What follows belongs to an exercise in optimizing a design on an open flow for small area; a production flow would make more cautious choices.
Function was checked by simulation only, so behaviour that the tests miss may differ from the original.
Power figures rest on the tool's default switching activity, not on a simulated workload.

run A:
==> flow/design.v <==
module spi_interface(
    output reg          mosi,
    input               miso,
    input               clk,
    input               rst,
    output reg          RX_valid,
    output reg [7:0]    output_shift_register,
    input               TX_valid,
    input [7:0]         input_shift_register
);
genvar j, p;
reg       r_in;                                 
reg       r_out;                                
reg [2:0] r_bit;
reg [3:0] r_q;                                  
reg [1:0] r_m;
reg       r_int;                                
wire r_k8   = (r_q == 4'd2) & (r_m == 2'd2);
wire r_k40  = (r_q == 4'd13) & (r_m == 2'd1);
wire r_end  = r_k40 | (r_int & r_k8);
wire r_last = r_in & (r_bit == 3'd7) & r_end;
wire r_odd  = r_q[0] ^ r_m[0];                  
reg [41:0] rr [0:7];
wire [7:0] r_tap;
generate
    for (j = 0; j < 8; j = j + 1) begin : rl
        wire here = r_in & (r_bit == j);
        always @(posedge clk)
            rr[j] <= {(here & ~r_odd) ? miso : rr[j][0], rr[j][41:22],
                      (here &  r_odd) ? miso : rr[j][21], rr[j][20:1]};
        reg t;
        always @(*) begin
            case (r_m)
                2'd0: t = r_int ? rr[j][(12 + j) % 42] : rr[j][(8 + j) % 42];
                2'd1: t = r_int ? rr[j][(40 + j) % 42] : rr[j][(36 + j) % 42];
                default: t = r_int ? rr[j][(26 + j) % 42] : rr[j][(22 + j) % 42];
            endcase
        end
        assign r_tap[7-j] = t;
    end
endgenerate
always @(posedge clk) begin
    if (r_in & (r_q == 4'd0) & (r_m == 2'd0) & (r_bit == 3'd1))
        r_int <= miso;
end
always @(posedge clk or posedge rst) begin
    if (rst) begin
        r_in <= 1'b0;
        r_out <= 1'b0;
        RX_valid <= 1'b0;
        output_shift_register <= 8'd0;
    end else begin
        r_in <= r_in ? ~r_last : (~r_out & ~miso);
        r_out <= r_last | (r_out & ~r_end);
        RX_valid <= r_last | r_out;
        if (r_out)
            output_shift_register <= r_tap;
    end
end
wire r_inc = r_out | (r_in & (r_bit == 3'd7));
always @(posedge clk) begin
    if (~(r_in | r_out) | r_last | (r_out & r_end)) begin
        r_bit <= 3'd0;
        r_q <= 4'd0;
        r_m <= 2'd0;
    end else begin
        if (r_in)
            r_bit <= r_bit + 3'd1;
        if (r_inc) begin
            if (r_m == 2'd2) begin
                r_m <= 2'd0;
                r_q <= r_q + 4'd1;
            end else begin
                r_m <= r_m + 2'd1;
            end
        end
    end
end
reg       t_in;                                 
reg       t_out;                                
reg [2:0] t_bit;
reg [3:0] t_q;                                  
reg [1:0] t_m;
wire t_k8   = (t_q == 4'd2) & (t_m == 2'd2);
wire t_k40  = (t_q == 4'd13) & (t_m == 2'd1);
reg [41:0] tr [0:7];
generate
    for (j = 0; j < 8; j = j + 1) begin : tl
        wire d = input_shift_register[7-j];
        always @(posedge clk)
            tr[j] <= {(t_in & (t_m == 2'd2)) ? d : tr[j][0], tr[j][41:36],
                      (t_in & (t_m == 2'd1)) ? d : tr[j][35], tr[j][34:29],
                      (t_in & (t_m == 2'd0)) ? d : tr[j][28], tr[j][27:1]};
    end
endgenerate
reg t_tap;
integer jj;
always @(*) begin
    t_tap = 1'b0;
    for (jj = 0; jj < 8; jj = jj + 1)
        if (t_bit == jj)
            t_tap = t_q[0] ? tr[jj][8 - jj] : tr[jj][29 - jj];
end
wire t_end  = (t_bit == 3'd7) & (t_k40 | (tr[1][0] & t_k8));
always @(posedge clk or posedge rst) begin
    if (rst) begin
        t_in <= 1'b0;
        t_out <= 1'b0;
        mosi <= 1'b1;
    end else begin
        t_in <= t_in ? ~t_k40 : (~t_out & TX_valid);
        t_out <= (t_in & t_k40) | (t_out & ~t_end);
        if (t_out)
            mosi <= t_tap;
        else
            mosi <= ~(t_in | TX_valid);
    end
end
wire t_inc = t_in | (t_bit == 3'd7);
always @(posedge clk) begin
    if (~(t_in | t_out) | (t_in & t_k40) | (t_out & t_end)) begin
        t_bit <= 3'd0;
        t_q <= 4'd0;
        t_m <= 2'd0;
    end else begin
        if (t_out)
            t_bit <= t_bit + 3'd1;
        if (t_inc) begin
            if (t_m == 2'd2) begin
                t_m <= 2'd0;
                t_q <= t_q + 4'd1;
            end else begin
                t_m <= t_m + 2'd1;
            end
        end
    end
end
endmodule
export LEC_CHECK = 0
export ABC_AREA = 1
export CAP_MARGIN = 20
export CORE_MARGIN = 2
export CORE_UTILIZATION = 75
export PLACE_DENSITY = 0.8
export SLEW_MARGIN = 20
create_clock -name core_clock -period 5.0 [get_ports {clk}]
standard.sh (not shown) runs the stock make flow with config.mk's settings and CLKGATE_MAP_FILE= SYNTH_SCRIPT=/design/flow/synth_recipe.tcl, a recipe that flattens the netlist after the stock synthesis.
==> flow/flow/run.sh <==
#!/bin/bash
# The standard layout, with our own clock tree synthesis options.
set -euo pipefail
export CTS_ARGS="-sink_clustering_enable -repair_clock_nets -sink_clustering_size 13 -sink_clustering_max_diameter 40 -buf_list sky130_fd_sc_hd__clkbuf_4 -dont_use_dummy_load"
export BUFFER_PORTS_ARGS="-buffer_cell sky130_fd_sc_hd__buf_1"
bash standard.sh > standard.log 2>&1
Here is what was changed in the inputs of run B compared with run A.
==> flow/flow/run.sh <==
#!/bin/bash
# The standard layout, with our own clock tree synthesis options.
set -euo pipefail
export CTS_ARGS="-sink_clustering_enable -repair_clock_nets -sink_clustering_size 13 -sink_clustering_max_diameter 40 -buf_list sky130_fd_sc_hd__buf_4 -dont_use_dummy_load"
export BUFFER_PORTS_ARGS="-buffer_cell sky130_fd_sc_hd__buf_1"
bash standard.sh > standard.log 2>&1
==> notes.md <==
- ~same portion of total power attributed to combinational logic in run B and run A
- Fraction of met2 tracks used by global routing of run B is on par with run A.
- Diff run A -> run B: count of port buffers added during placement flat, total global routing track utilization flat, final area flat, achievable clock frequency up about 4.6%, critical path arrival down 0.11 ns.
[inputs] run C vs run B
--- a/flow/config.mk
+++ b/flow/config.mk
@@ -11,2 +11,2 @@
-export CORE_UTILIZATION = 75
-export PLACE_DENSITY = 0.8
+export CORE_UTILIZATION = 85
+export PLACE_DENSITY = 0.9
## What came out
On run C: cell row count is 3 lower than what run B gave.
Run C vs run B — placer's final routability congestion estimate climbed by a few percent
Looking across run B and run C, the single run that reached the end with no open violations was run B.
Run C vs run B on starting utilization of the core area: run C is the higher one.
Run C against run B: die span in x now smaller, synthesized instance count comparable.
Comparing run B against run C, there is no change at all in simple-gate share of the synthesized area.
Here is what was changed in the inputs of run D compared with run C.
--- a/flow/flow/run.sh
+++ b/flow/flow/run.sh
@@ -4 +4 @@
-export CTS_ARGS="-sink_clustering_enable -repair_clock_nets -sink_clustering_size 13 -sink_clustering_max_diameter 40 -buf_list sky130_fd_sc_hd__buf_4 -dont_use_dummy_load"
+export CTS_ARGS="-sink_clustering_enable -repair_clock_nets -sink_clustering_size 18 -sink_clustering_max_diameter 50 -buf_list sky130_fd_sc_hd__buf_6 -dont_use_dummy_load"
--- a/flow/config.mk
+++ b/flow/config.mk
@@ -11,2 +11,2 @@
-export CORE_UTILIZATION = 85
-export PLACE_DENSITY = 0.9
+export CORE_UTILIZATION = 75
+export PLACE_DENSITY = 0.8
## What came out
The final layout from run D, which completed every stage, passed the timing, DRC and antenna checks at the end of the flow.
Delta (run D minus run C): number of port buffers barely changed, post-synth design cell area neither gained nor lost much, total nets after synthesis held steady.
Taking run C as the reference, in run D die outline width +8.9 microns, number of flops mapped to enable cells by yosys stayed essentially flat, effective utilization at floorplan shows a reduction of 9.8 points, top-level port count was more or less identical.
The inputs of run E differ from those of run D as listed below.
--- a/flow/flow/run.sh
+++ b/flow/flow/run.sh
@@ -4 +4 @@
-export CTS_ARGS="-sink_clustering_enable -repair_clock_nets -sink_clustering_size 18 -sink_clustering_max_diameter 50 -buf_list sky130_fd_sc_hd__buf_6 -dont_use_dummy_load"
+export CTS_ARGS="-sink_clustering_enable -repair_clock_nets -sink_clustering_size 12 -sink_clustering_max_diameter 35 -buf_list sky130_fd_sc_hd__buf_4 -dont_use_dummy_load"
--- outcome ---
Final period utilization for run E: 1.2 points up relative to run D. Run D and run E ended up with roughly the same growth of design area from synthesis to finish. Run E ends up with lower setup slack than run D does. [run E] number of buffers added by the clock tree synthesis step rose about 56% relative to run D. Run E went all the way through synthesis, placement and routing and the layout is clean on timing, DRC and antenna. Post-route worst hold slack sits lower in run E than in run D. Comparing run D with run E, the total power came out essentially unchanged. As far as post-placement cell count goes, run E and run D are indistinguishable; the numbers are identical. Diff run D -> run E: count of routing violations after the opening detailed-route iteration picked up an extra 8.9%; met2 layer wire length in the routed design neither gained nor lost much.

==> port drivers added, routing unchanged <==
The results above use ideal ports. As a check the final layouts listed here were re-extracted and re-timed, cells and wires unchanged.
Step 1 (the two cells are an assumption about what drives the block):
set clk [get_ports {clk}]
set_driving_cell -lib_cell sky130_fd_sc_hd__clkbuf_16 $clk
set_driving_cell -lib_cell sky130_fd_sc_hd__buf_2 [delete_from_list [all_inputs] $clk]
Step 2 moves the port delays by t, midway between the first and last clock arrival at a register: inputs arrive t later, outputs are due t later. That takes back most of the time a late clock gives input paths.
Slacks: ideal / step 1 / step 2; pairs: ideal / step 1.
| run | shift t [ns] | slack for setup (ns) | worst hold slack (ns) |
|---|---|---|---|
| run A | 0.762 | 2.590 / 2.548 / 3.025 | 0.308 / 0.290 / 0.308 |
| run B | 0.666 | 2.696 / 2.654 / 3.024 | 0.310 / 0.310 / 0.310 |
| run D | 0.550 | 2.810 / 2.766 / 2.960 | 0.300 / 0.300 / 0.300 |
| run E | 0.611 | 2.750 / 2.706 / 2.975 | 0.290 / 0.290 / 0.290 |
After both steps every run listed still meets setup and hold.
